This design comes from an exercise in tuning for small area, a short achievable clock period and few clock cycles on the open sky130 flow, not from production work. Only simulation tests tie the RTL to the original design; equivalence was not proved.

==> zinc: inputs <==
Design RiscvFemto, start of the top module:
module RiscvFemto (
    input var logic clk,
    input var logic rstn,
    input var logic [31:0] memIn,
    output var logic [31:0] memAddr,
    output var logic memRead,
    output var logic [3:0] memWstrb,
    output var logic [31:0] memWrite
);
make LEC_CHECK=0 CAP_MARGIN=30 CORE_MARGIN=2 CORE_UTILIZATION=40 CTS_CLUSTER_DIAMETER=60 CTS_CLUSTER_SIZE=30 SETUP_SLACK_MARGIN=5 SLEW_MARGIN=40 finish   # period 10.0 ns
run.sh (not shown) runs the stock make flow with config.mk's settings and CLKGATE_MAP_FILE= SYNTH_SCRIPT=/design/flow/synth_recipe.tcl, a recipe that flattens the netlist after the stock synthesis.
==> inputs of quartz, as changes to zinc <==
--- a/flow/design.v
+++ b/flow/design.v
@@ -134,13 +134,18 @@
 wire [31:0] rs1v = (wbEn && wbRd == rs1Id) ? wbData : rf1;
 wire [31:0] rs2v = (wbEn && wbRd == rs2Id) ? wbData : rf2;
 wire dSub = dBranch | (dOp & iD[30] & (f3 == 3'b000)) | (dAlu & (f3[2:1] == 2'b01));
 wire [31:0] immOp = dStore ? immS : dJal ? immJ : (dLui | dAuipc) ? immU : immI;
 wire [31:0] opB = (dOp | dBranch) ? rs2v : immOp;
 wire [31:0] opA = dLui ? 32'd0 : (dAuipc | dJal) ? {dPC, 2'b00} : rs1v;
-wire [31:2] pcPlusImm = dPC + (dJal ? immJ[31:2] : immB[31:2]);
+wire [31:21] pcHi = dPC[31:21];
+wire [31:21] pcHiInc = pcHi + 11'd1;
+wire [31:21] pcHiDec = pcHi - 11'd1;
+wire [21:2] pcLoSum = {1'b0, dPC[20:2]} + {1'b0, dJal ? immJ[20:2] : immB[20:2]};
+wire [31:21] pcHiSum = pcLoSum[21] ? (iD[31] ? pcHi : pcHiInc) : (iD[31] ? pcHiDec : pcHi);
+wire [31:2] pcPlusImm = {pcHiSum, pcLoSum[20:2]};
 wire [31:2] pcPlus4 = dPC + 30'd1;
 wire hazard = eValid & eLoad & (eRd != 5'd0)
     & ((dUseRs1 & (rs1Id == eRd)) | (dUseRs2 & (rs2Id == eRd))
        | (!(dBranch | dStore) & (rdId == eRd)));
 wire dAdvance = dValid & !redirect & !skip & !busLoad & !hazard;
 wire dHold = dValid & !redirect & !skip & !dAdvance;
- CTS_CLUSTER_DIAMETER: 60 -> not set
- CTS_CLUSTER_SIZE: 30 -> not set
==> inputs of maple, as changes to zinc <==
==> flow/design.v (replaced) <==
`default_nettype none
module RiscvFemto (
    input var logic clk,
    input var logic rstn,
    input var logic [31:0] memIn,
    output var logic [31:0] memAddr,
    output var logic memRead,
    output var logic [3:0] memWstrb,
    output var logic [31:0] memWrite
);
logic [31:0] regFile [32];
logic        wbEn;       
logic [4:0]  wbRd;
logic [31:0] wbData;
always_ff @(posedge clk) begin
    if (wbEn) regFile[wbRd] <= wbData;
end
logic        dArrive;    
logic        dHeld;      
logic [31:0] instrD;
logic [31:2] dPC;        
logic        eValid;
logic        eLoad, eStore, eBranch, eJump, eWr;
logic [4:0]  eRd;
logic [2:0]  eF3;
logic        eSra;
logic        eSelAdd, eSelSll, eSelSlt, eSelSltu, eSelXor, eSelSr, eSelOr, eSelAnd, eSelLink;
logic [31:0] rs1E;
logic [31:0] opBE;       
logic        cinE;       
logic [31:0] sdE;        
logic [31:2] targetE;    
logic        ldPend;     
logic        ldWr;
logic [4:0]  ldRd;
logic [2:0]  ldF3;
logic [1:0]  ldA;
wire [32:0] aluSum = {1'b0, rs1E} + {1'b0, opBE} + {32'b0, cinE};
wire aluCarry = aluSum[32];
wire aluEq = &(rs1E ^ opBE);                  
wire aluLtu = !aluCarry;
wire aluLt = aluCarry ^ rs1E[31] ^ opBE[31];
wire [4:0] shamt = opBE[4:0];
wire [31:0] rs1Flip;
for (genvar i = 0; i < 32; i++) assign rs1Flip[i] = rs1E[31-i];
wire [31:0] shIn = eSelSll ? rs1Flip : rs1E;
wire [31:0] shOut = 32'(signed'({eSra & rs1E[31], shIn}) >>> shamt);
wire [31:0] shFlip;
for (genvar i = 0; i < 32; i++) assign shFlip[i] = shOut[31-i];
wire [31:0] eResult =
      ({32{eSelAdd}}  & aluSum[31:0])
    | ({32{eSelSll}}  & shFlip)
    | ({32{eSelSr}}   & shOut)
    | ({32{eSelSlt}}  & {31'b0, aluLt})
    | ({32{eSelSltu}} & {31'b0, aluLtu})
    | ({32{eSelXor}}  & (rs1E ^ opBE))
    | ({32{eSelOr}}   & (rs1E | opBE))
    | ({32{eSelAnd}}  & (rs1E & opBE))
    | ({32{eSelLink}} & {targetE, 2'b00});
logic takeBranch;
always_comb begin
    case (eF3[2:1])
        2'b00: takeBranch = aluEq;
        2'b10: takeBranch = aluLt;
        2'b11: takeBranch = aluLtu;
        default: takeBranch = 1'b0;
    endcase
    takeBranch = takeBranch ^ eF3[0];
end
wire eMem = eValid & (eLoad | eStore);
wire eToSum = eValid & (eLoad | eStore | eJump);
wire eTaken = eValid & eBranch & takeBranch;
wire redirect = eValid & (eJump | (eBranch & takeBranch));
wire [31:2] fPC = dPC + 30'd1;
assign memRead = 1'b1;
assign memAddr = eToSum ? aluSum[31:0]
    : eTaken ? {targetE, 2'b00}
    : {fPC, 2'b00};
wire [1:0] ea = aluSum[1:0];
wire [3:0] storeMask = (eF3[1:0] == 2'b00) ? (4'b0001 << ea)
    : (eF3[1:0] == 2'b01) ? (ea[1] ? 4'b1100 : 4'b0011)
    : 4'b1111;
assign memWstrb = (eValid & eStore) ? storeMask : 4'b0000;
assign memWrite = sdE;
wire [15:0] ldHalf = ldA[1] ? memIn[31:16] : memIn[15:0];
wire [7:0] ldByte = ldA[0] ? ldHalf[15:8] : ldHalf[7:0];
wire ldSign = !ldF3[2] & (ldF3[0] ? ldHalf[15] : ldByte[7]);
wire [31:0] loadData = (ldF3[1:0] == 2'b00) ? {{24{ldSign}}, ldByte}
    : (ldF3[1:0] == 2'b01) ? {{16{ldSign}}, ldHalf}
    : memIn;
assign wbEn = ldPend ? ldWr : (eValid & eWr);
assign wbRd = ldPend ? ldRd : eRd;
assign wbData = ldPend ? loadData : eResult;
wire [31:0] iD = dArrive ? memIn : instrD;
wire dValid = dArrive | dHeld;
wire [4:0] op = iD[6:2];
wire [2:0] f3 = iD[14:12];
wire [4:0] rdId = iD[11:7];
wire [4:0] rs1Id = iD[19:15];
wire [4:0] rs2Id = iD[24:20];
wire dLoad   = !op[4] & !op[3] & !op[2];
wire dStore  = !op[4] &  op[3] & !op[2];
wire dOpImm  = !op[4] & !op[3] &  op[2] & !op[0];
wire dAuipc  = !op[4] & !op[3] &  op[2] &  op[0];
wire dOp     = !op[4] &  op[3] &  op[2] & !op[0];
wire dLui    = !op[4] &  op[3] &  op[2] &  op[0];
wire dBranch =  op[4] & !op[0];
wire dJalr   =  op[4] &  op[0] & !op[1];
wire dJal    =  op[4] &  op[1];
wire dAlu = dOp | dOpImm;
wire [31:0] immI = {{20{iD[31]}}, iD[31:20]};
wire [31:0] immS = {{20{iD[31]}}, iD[31:25], iD[11:7]};
wire [31:0] immB = {{19{iD[31]}}, iD[31], iD[7], iD[30:25], iD[11:8], 1'b0};
wire [31:0] immJ = {{11{iD[31]}}, iD[31], iD[19:12], iD[20], iD[30:21], 1'b0};
wire [31:0] immU = {iD[31:12], 12'b0};
wire [31:0] rf1 = regFile[rs1Id];
wire [31:0] rf2 = regFile[rs2Id];
wire [31:0] rs1v = (rs1Id == 5'd0) ? 32'd0 : (wbEn && wbRd == rs1Id) ? wbData : rf1;
wire [31:0] rs2v = (rs2Id == 5'd0) ? 32'd0 : (wbEn && wbRd == rs2Id) ? wbData : rf2;
wire dSub = dBranch | (dOp & iD[30] & (f3 == 3'b000)) | (dAlu & (f3[2:1] == 2'b01));
wire [31:0] immOp = dStore ? immS : dJal ? immJ : (dLui | dAuipc) ? immU : immI;
wire [31:0] opB = (dOp | dBranch) ? rs2v : immOp;
wire [31:0] opA = dLui ? 32'd0 : (dAuipc | dJal) ? {dPC, 2'b00} : rs1v;
wire [31:2] pcPlusImm = dPC + (dBranch ? immB[31:2] : 30'd1);
wire dAdvance = dValid & !redirect & !(eValid & eLoad);
always_ff @(posedge clk) begin
    rs1E <= opA;
    opBE <= dSub ? ~opB : opB;
    cinE <= dSub;
    sdE <= (f3[1:0] == 2'b00) ? {4{rs2v[7:0]}}
        : (f3[1:0] == 2'b01) ? {2{rs2v[15:0]}}
        : rs2v;
    targetE <= pcPlusImm;
    eLoad <= dLoad;
    eStore <= dStore;
    eBranch <= dBranch;
    eJump <= dJal | dJalr;
    eWr <= !(dBranch | dStore | dLoad) & (rdId != 5'd0);
    eRd <= rdId;
    eF3 <= f3;
    eSra <= iD[30];
    eSelAdd  <= (dAlu & (f3 == 3'b000)) | dLui | dAuipc;
    eSelSll  <= dAlu & (f3 == 3'b001);
    eSelSlt  <= dAlu & (f3 == 3'b010);
    eSelSltu <= dAlu & (f3 == 3'b011);
    eSelXor  <= dAlu & (f3 == 3'b100);
    eSelSr   <= dAlu & (f3 == 3'b101);
    eSelOr   <= dAlu & (f3 == 3'b110);
    eSelAnd  <= dAlu & (f3 == 3'b111);
    eSelLink <= dJal | dJalr;
    instrD <= iD;
    if (!eMem) dPC <= memAddr[31:2];
    ldWr <= eLoad & (eRd != 5'd0);
    ldRd <= eRd;
    ldF3 <= eF3;
    ldA <= ea;
    dArrive <= !eMem;
    dHeld <= dValid & !redirect & eValid & eLoad;
    eValid <= dAdvance;
    ldPend <= eValid & eLoad;
    if (!rstn) begin
        dArrive <= 1'b0;
        dHeld <= 1'b0;
        eValid <= 1'b0;
        ldPend <= 1'b0;
        dPC <= '1;
    end
end
endmodule
`default_nettype wire
- CAP_MARGIN: 30 -> 20
- CTS_CLUSTER_DIAMETER: 60 -> not set
- CTS_CLUSTER_SIZE: 30 -> not set
- SETUP_SLACK_MARGIN: 5 -> not set
- SLEW_MARGIN: 40 -> 20
==> results.ini <==
[status]
outcome=no timing/DRC/antenna violations

[power]
pg_clk_mw=5.84

[grt]
grt_pass1_vias=52900
gr-usage-met1_pct=51.3

[worst_setup_path]
cp_slowest_cell=buf_4
r2r_slack_ns=5.04

[logic_synthesis]
synth_top_area_share_pct=51.1
synthesis.area_um2=65400

That was quartz.
==> results.ini <==
[worst_setup_path]
r2r_slack_ns=4.98
rr_endpoint=opBE[12]
cp_cell_sequence=clkdlybuf4s50_1 -> buf_4 -> nand3b_1 -> buf_12 -> a221oi_4 -> buf_4 -> buf_4 -> a22o_1 -> a221oi_1 -> nand4_1 -> nor3_1 -> a21oi_1 -> a22o_1

[clock_network]
cts_hold_buffers=0

[grt]
grt_pass1_vias=56400
gr-usage-met1_pct=47.3

[logic_synthesis]
synth_top_area_share_pct=49.1
synthesis.area_um2=68000

[placed_design]
dpl.cell_count=7799

[power]
pg_clk_mw=4.95

[finish]
layout-drive-gt1-share_pct=16.4

[status]
outcome=no timing/DRC/antenna violations

That was zinc.
==> results.ini <==
[status]
outcome=no timing/DRC/antenna violations

[logic_synthesis]
synth_top_area_share_pct=45.2
synthesis.area_um2=68000

[power]
pg_clk_mw=5.23

[worst_setup_path]
cp_slowest_cell=or3_1
r2r_slack_ns=4.01

[grt]
grt_pass1_vias=57000
gr-usage-met1_pct=45.1

That was maple.
Testbench counts of zinc, summed over its fixed seeds: cycles 113,844.
Testbench counts of quartz, summed over its fixed seeds: cycles 113,844.
Testbench counts of maple, summed over its fixed seeds: cycles 114,489.

what the ideal ports hide:
The flow's constraints put no driver on any port. The routed layouts listed below were extracted and timed again, unchanged, in two steps.
Step 1, drivers: a clkbuf_16 drives clk and a buf_2 each remaining input, both assumed.
Step 2 times the ports against the registers' clock, not the clock port: input delays grow and output delays shrink by t, the midpoint of the rising clock arrivals with the driver on.
Three values: ideal ports, drivers, drivers and shift; two values: the first two.
run	t (ns)	setup slack, ns	hold WS [ns]	clock arrival spread, ns	cell pins on the clock port's net
zinc	0.859	4.846 / 4.821 / 3.962	0.330 / 0.330 / 0.330	0.092 / 0.091	1
quartz	0.899	4.843 / 4.896 / 3.997	0.322 / 0.322 / 0.322	0.070 / 0.070	1
maple	0.882	1.752 / 1.671 / 2.295	0.415 / 0.415 / 0.415	0.041 / 0.042	1
After both steps setup and hold are still met in every run listed. The setup slack of zinc, which loses most, moves by -0.025 ns with the drivers and by -0.884 ns with both steps.
